This is an optimization exercise on Yosys and OpenROAD, whose aim is small area, not a production implementation. At most, simulation tests tie the RTL to the original design; equivalence was not proved. Power is estimated from default activity; no workload was simulated.

## v22
// System_Top
module System_Top #(parameter WIDTH = 8, ADDR = 4 , ALU_FUN_WD = 4) (
input    wire                CONTROL_EN,
input    wire                CLKDIV_EN,
input    wire                CLK,
input    wire                RST,
input    wire                WrEn,
input    wire                RdEn,
input    wire   [ADDR-1:0]   Address,
input    wire   [WIDTH-1:0]  WrData,
output   reg    [WIDTH-1:0]  RdData,
output   wire                SYS_OUT,
output   wire                SYS_VLD,
output   wire                DONE_FLAG
);
For scale: roughly 920 cells after synthesis, ~9200 sq um of cells after synthesis.
Settings: LEC_CHECK=0, ABC_AREA=1, CAP_MARGIN=20, CORE_MARGIN=2, CORE_UTILIZATION=55, SETUP_SLACK_MARGIN=0.1, SLEW_MARGIN=20; clock period 12.0 ns.
standard.sh (not shown) runs the stock make flow with config.mk's settings and CLKGATE_MAP_FILE= SYNTH_SCRIPT=/design/flow/synth_recipe.tcl, a recipe that flattens the netlist after the stock synthesis.
==> flow/flow/run.sh <==
#!/bin/bash
set -euo pipefail
W=$(pwd)
RES="$W/orfs/results/sky130hd/System_Top/base"
rm -rf "$W/scripts_area"
cp -r "$FLOW_HOME/scripts" "$W/scripts_area"
cp "$W/flow/abc_area.script" "$W/scripts_area/abc_area.script"
export SCRIPTS_DIR="$W/scripts_area"
export BUFFER_PORTS_ARGS="-buffer_cell sky130_fd_sc_hd__buf_1"
export CTS_ARGS="-sink_clustering_enable -repair_clock_nets -sink_clustering_size 30 -sink_clustering_max_diameter 150 -buf_list sky130_fd_sc_hd__clkbuf_8 -dont_use_dummy_load"
bash "$W/standard.sh" "$RES/1_2_yosys.v" > "$W/flow_synth.log" 2>&1
python3 "$W/flow/mux2a22o.py" "$RES/1_2_yosys.v" > "$W/flow_mux2a22o.log" 2>&1
bash "$W/standard.sh" > "$W/flow_layout.log" 2>&1
==> flow/flow/abc_area.script <==
strash
dch
map -a
&get -n
&st
&dch
&nf -R 1000
&put
topo
==> flow/flow/mux2a22o.py <==
#!/usr/bin/env python3
"""Rewrite a Yosys netlist: each sky130 mux2_1 whose select also drives another mux2_1
becomes an a22o_1 (X = S&A1 | ~S&A0), with one shared inverter per select net."""
import re, sys
path = sys.argv[1]
src = open(path).read()
pat = re.compile(r'  sky130_fd_sc_hd__mux2_1 (\S+) \(\n\s*\.A0\(([^\n]*?)\),\n\s*\.A1\(([^\n]*?)\),\n\s*\.S\(([^\n]*?)\),\n\s*\.X\(([^\n]*?)\)\n\s*\);\n')
muxes = pat.findall(src)
count = {}
for m in muxes:
    count[m[3]] = count.get(m[3], 0) + 1
inv_of = {}
decls = []
def repl(mo):
    name, a0, a1, s, x = mo.groups()
    if count[s] < 2:
        return mo.group(0)
    out = ''
    if s not in inv_of:
        n = len(inv_of)
        inv_of[s] = f'mxsel_n_{n}'
        decls.append(f'  wire mxsel_n_{n};\n')
        out += (f'  sky130_fd_sc_hd__inv_1 mxsel_inv_{n} (\n    .A({s}),\n    .Y(mxsel_n_{n})\n  );\n')
    out += (f'  sky130_fd_sc_hd__a22o_1 {name} (\n    .A1({s}),\n    .A2({a1}),\n'
            f'    .B1({inv_of[s]}),\n    .B2({a0}),\n    .X({x})\n  );\n')
    return out
new = pat.sub(repl, src)
# declare the new wires right after the module header
i = new.index(');\n', new.index('module ')) + 3
new = new[:i] + ''.join(decls) + new[i:]
open(path, 'w').write(new)
print(f'mux2a22o: {len(muxes)} mux2_1, rewrote {sum(c for c in count.values() if c >= 2)}, {len(inv_of)} inverters')
The final layout from v22, which completed every stage, passed the timing, DRC and antenna checks at the end of the flow.
> inputs changed (v22 -> v1)
--- a/flow/config.mk
+++ b/flow/config.mk
@@ -11,2 +11,3 @@
 export CORE_UTILIZATION = 55
+export GPL_TIMING_DRIVEN = 0
 export SETUP_SLACK_MARGIN = 0.1
Diff v22 -> v1: longest individual stage delay on the worst path went up; total power went down by 0.026 mW. v1 vs v22, count of cell instances traversed by the critical path went up by 1.7%. ~same clock distribution area overhead in the final layout in v1 and v22. v1 and v22 ended up with nearly the same final area.

Setup of the baseline:
System_Top, a different RTL version from the one above (not shown whole).
For scale: roughly 880 cells after synthesis, ~160 flip-flops.
clock: 12.0 ns
lec_check: 0
abc_area: 1
cap_margin: 20
core_margin: 2
core_utilization: 40
cts_buf_list: sky130_fd_sc_hd__clkbuf_4 sky130_fd_sc_hd__clkbuf_8
cts_cluster_diameter: 100
cts_cluster_size: 40
setup_slack_margin: 0.3
slew_margin: 20
==> flow/flow/run.sh <==
#!/bin/bash
set -euo pipefail
W=$(pwd)
rm -rf "$W/scripts_area"
cp -r "$FLOW_HOME/scripts" "$W/scripts_area"
cp "$W/flow/abc_area.script" "$W/scripts_area/abc_area.script"
export SCRIPTS_DIR="$W/scripts_area"
export BUFFER_PORTS_ARGS="-buffer_cell sky130_fd_sc_hd__buf_1"
bash "$W/standard.sh" > "$W/standard_flow.log" 2>&1
Scripts as last shown in full above: flow/flow/abc_area.script
Final checks on the baseline, whose flow otherwise completed, came back failing, citing negative setup slack.
diff inputs: the baseline => the candidate
- SETUP_SLACK_MARGIN: 0.3 -> unset
==> flow/run.sh (new file) <==
#!/bin/bash
# synth_recipe.tcl (not shown) runs the flow's synth.tcl, then flattens the netlist and writes it again
# the make line also repeats each setting of config.mk as NAME=value (left out here)
make -C /OpenROAD-flow-scripts/flow DESIGN_CONFIG=/design/flow/config.mk WORK_HOME=/design/flow/orfs CLKGATE_MAP_FILE= SYNTH_SCRIPT=/design/flow/synth_recipe.tcl finish
removed: flow/flow/run.sh
removed: flow/flow/abc_area.script
removed: flow/standard.sh
[summary]
The candidate: PASS, flow complete, no timing, DRC or antenna violations. [compare] base=the baseline new=the candidate: total length of routed wires has increased, total power has decreased. Area of all placed cells without fillers: the candidate and the baseline compared, higher one is the baseline. Relative to the baseline, net count reported at finish increased by 357 in the candidate. Changes observed in the candidate relative to the baseline: area of the die up 2500 sq um; non-clock buffer count went down by about 80%. Wire length of the first global-routing pass in the candidate is 6.3% above the baseline. Changes observed in the candidate relative to the baseline: parity-gate share of the synthesized area counting xor and xnor cells now smaller; proportion of power drawn by the clock network now larger; fmax now larger; global-route usage now smaller.
No functional check of the RTL was part of any run of this note.

The RTL this note starts from:
==> flow/design.v <==
module ALU(input [7:0] A, B, input [3:0] k, output reg [7:0] res);
wire MUL = (k == 4'd2);
wire DIV = (k == 4'd3);
wire ADD = (k == 4'd0);
wire [7:0] nb = ~B;
wire [7:0] P [0:8];
wire [7:0] q;
wire [7:0] s0;
wire co0;
assign P[8] = A & {8{~MUL}};
genvar i, j;
generate for (i=7;i>=1;i=i-1) begin: gr
  localparam W = 8-i;
  wire [W:0] cc; assign cc[0] = DIV;
  wire [W-1:0] d;
  wire mrow = MUL & B[i];
  for (j=0;j<W;j=j+1) begin: gc
    wire x = P[i+1][i+j];
    wire y = (mrow & A[j]) | (~MUL & nb[j]);
    assign d[j] = x ^ y ^ cc[j];
    assign cc[j+1] = (x & y) | (cc[j] & (x ^ y));
  end
  wire z = ~|B[7:W];
  assign q[i] = cc[W] & z;
  wire sel = MUL | (DIV & q[i]);
  for (j=0;j<8;j=j+1) begin: go
    if (j < i) assign P[i][j] = P[i+1][j];
    else assign P[i][j] = sel ? d[j-i] : P[i+1][j];
  end
end endgenerate
wire inv0 = ~ADD;
wire [8:0] c0; assign c0[0] = ~(ADD | MUL);
generate for (j=0;j<8;j=j+1) begin: g0
  wire x = P[1][j];
  wire y = MUL ? (B[0] & A[j]) : (B[j] ^ inv0);
  assign s0[j] = x ^ y ^ c0[j];
  assign c0[j+1] = (x & y) | (c0[j] & (x ^ y));
end endgenerate
assign q[0] = c0[8];
wire lt = ~c0[8];
wire eq = ~|s0;
wire gt = c0[8] & ~eq;
always @(*) begin
  case (k)
    4'd0, 4'd1, 4'd2 : res = s0;
    4'd3 : res = q;
    4'd4 : res = A & B;
    4'd5 : res = A | B;
    4'd6 : res = ~(A & B);
    4'd7 : res = ~(A | B);
    4'd8 : res = A ^ B;
    4'd9 : res = A ~^ B;
    4'd10: res = {7'b0, eq};
    4'd11: res = {6'b0, gt, 1'b0};
    4'd12: res = {6'b0, lt, lt};
    4'd13: res = A >> 1;
    4'd14: res = A << 1;
    default: res = 8'b0;
  endcase
end
endmodule
module System_Top #(parameter WIDTH = 8, ADDR = 4 , ALU_FUN_WD = 4) (
input    wire                CONTROL_EN,
input    wire                CLKDIV_EN,
input    wire                CLK,
input    wire                RST,
input    wire                WrEn,
input    wire                RdEn,
input    wire   [ADDR-1:0]   Address,
input    wire   [WIDTH-1:0]  WrData,
output   reg    [WIDTH-1:0]  RdData,
output   wire                SYS_OUT,
output   wire                SYS_VLD,
output   wire                DONE_FLAG
);
reg [7:0] mem [0:15];
wire [3:0] lo = 4'b1 << Address[1:0];
wire [3:0] hi = 4'b1 << Address[3:2];
wire [15:0] rsel;
reg  [7:0] rmux;
genvar r;
generate for (r = 0; r < 16; r = r + 1) begin : g_reg
  assign rsel[r] = hi[r/4] & lo[r%4];
  always @(posedge CLK or negedge RST)
    if (!RST) mem[r] <= 8'b0;
    else if (WrEn & rsel[r]) mem[r] <= WrData;
end endgenerate
integer i;
always @(*) begin
  rmux = 8'b0;
  for (i = 0; i < 16; i = i + 1) rmux = rmux | (mem[i] & {8{rsel[i]}});
end
always @(posedge CLK)
  if (RdEn && !WrEn) RdData <= rmux;
wire [7:0]  A   = mem[0];
wire [7:0]  B   = mem[1];
wire [15:0] cfg = {mem[3], mem[2]};
wire [1:0]  ucfg = mem[4][1:0];
wire [7:0]  ratio = mem[5];
reg [2:0] dcnt;
reg       div_clk, odd_tog;
wire      div_on  = CLKDIV_EN & (|ratio[7:1]);
wire [2:0] dcnt_inc = dcnt + 3'd1;
wire      flip = (ratio[0] & ~odd_tog) ? (dcnt == ratio[3:1]) : (dcnt_inc == ratio[3:1]);
wire      tick = ~div_on | (flip & ~div_clk);
always @(posedge CLK or negedge RST)
  if (!RST) begin
    dcnt <= 3'd0; div_clk <= 1'b0; odd_tog <= 1'b1;
  end else if (div_on) begin
    if (flip) begin
      dcnt <= 3'd0;
      div_clk <= ~div_clk;
      if (ratio[0]) odd_tog <= ~odd_tog;
    end else
      dcnt <= dcnt_inc;
  end
localparam P_IDLE = 2'd0, P_CHECK = 2'd1, P_CALC = 2'd2, P_WAIT = 2'd3;
reg [1:0] ph;
reg [3:0] k;
reg [3:0] u;                  
wire busy   = |u;
wire en_k   = cfg[k];
wire last   = &k;
wire alu_en = (ph == P_CHECK) & en_k;
wire valid  = (ph == P_CALC) & ~last;
wire k_inc  = ((ph == P_CHECK) & ~en_k) | ((ph == P_WAIT) & ~busy);
always @(posedge CLK or negedge RST)
  if (!RST) begin
    ph <= P_IDLE; k <= 4'd0;
  end else begin
    if (k_inc) k <= k + 4'd1;
    case (ph)
      P_IDLE : if (CONTROL_EN) ph <= P_CHECK;
      P_CHECK: if (en_k) ph <= P_CALC; else if (last) ph <= P_IDLE;
      P_CALC : ph <= P_WAIT;
      P_WAIT : if (!busy) ph <= last ? P_IDLE : P_CHECK;
    endcase
  end
assign DONE_FLAG = (ph == P_IDLE);
wire [7:0] res;
ALU U0_ALU (.A(A), .B(B), .k(k), .res(res));
reg [7:0] sr;
reg       par;
wire      load = tick & valid;
always @(posedge CLK)
  if (alu_en) sr <= res;
  else if (tick & u[3]) sr <= {sr[7], sr[7:1]};
always @(posedge CLK or negedge RST)
  if (!RST) begin
    u <= 4'd0; par <= 1'b0;
  end else if (tick) begin
    if (load & ucfg[0]) par <= ucfg[1] ^ (^sr);
    case (u)
      4'd0: if (valid) u <= 4'd1;
      4'd1: u <= 4'd8;
      4'd2: u <= 4'd3;
      4'd3: u <= 4'd0;
      4'd15: u <= ucfg[0] ? 4'd2 : 4'd3;
      default: u <= u + 4'd1;
    endcase
  end
assign SYS_VLD = busy;
assign SYS_OUT = u[3] ? sr[0] : (u == 4'd1) ? 1'b0 : (u == 4'd2) ? par : 1'b1;
endmodule
export LEC_CHECK = 0
export ABC_AREA = 1
export CAP_MARGIN = 20
export CORE_MARGIN = 2
export CORE_UTILIZATION = 40
export SLEW_MARGIN = 20
create_clock -name core_clock -period 12.0 [get_ports {CLK}]
run.sh (not shown) runs the stock make flow with config.mk's settings and CLKGATE_MAP_FILE= SYNTH_SCRIPT=/design/flow/synth_recipe.tcl, a recipe that flattens the netlist after the stock synthesis.
Stock flow here: none of the scripts above is used.
The starting point ran to the end with violations: setup timing.
Change:
- CTS_BUF_LIST: not set -> sky130_fd_sc_hd__clkbuf_4 sky130_fd_sc_hd__clkbuf_8
- CTS_CLUSTER_DIAMETER: not set -> 100
- CTS_CLUSTER_SIZE: not set -> 40
After rerunning: The new run ran to the end with violations: setup timing; fmax shrinks slightly; worst setup slack degrades by 0.13 ns; non-clock buffer count is higher by 2; via count hardly moves; register-to-register slack gets worse by 0.13 ns; hold slack improved by 0.0041 ns; count of clock-buffer cells in the layout is unchanged; die area is unchanged; clock power shrinks by a quarter to a third.
No run of this note included a check of the RTL's function; only the layout flow was run.

re-timing with driven ports:
No port has a modelled driver above. Below, the same layouts with a new extraction and two added sets of constraints. Step 1 assumes that a clkbuf_16 drives the clock port and a buf_2 every other input. Step 2 adds t to the input delays and takes it off the output delays; t is the mean of the earliest and latest rising clock arrival at the registers after step 1. Input paths then give back, and output paths get back, about the clock's delay inside the block. a / b / c = no drivers / after step 1 / after step 2; a / b = the first two.
run	shift t [ns]	setup slack, ns	worst setup path after step 2
v22	0.489	0.856 / 0.856 / 0.856	register to register
v1	0.490	0.747 / 0.747 / 0.747	register to register
the baseline	0.506	-0.033 / -0.033 / -0.033	register to register
the candidate	0.508	2.438 / 2.438 / 2.438	register to register
the first run of note 3	0.472	-2.314 / -2.314 / -2.314	register to register
the second run of note 3	0.507	-2.446 / -2.446 / -2.446	register to register
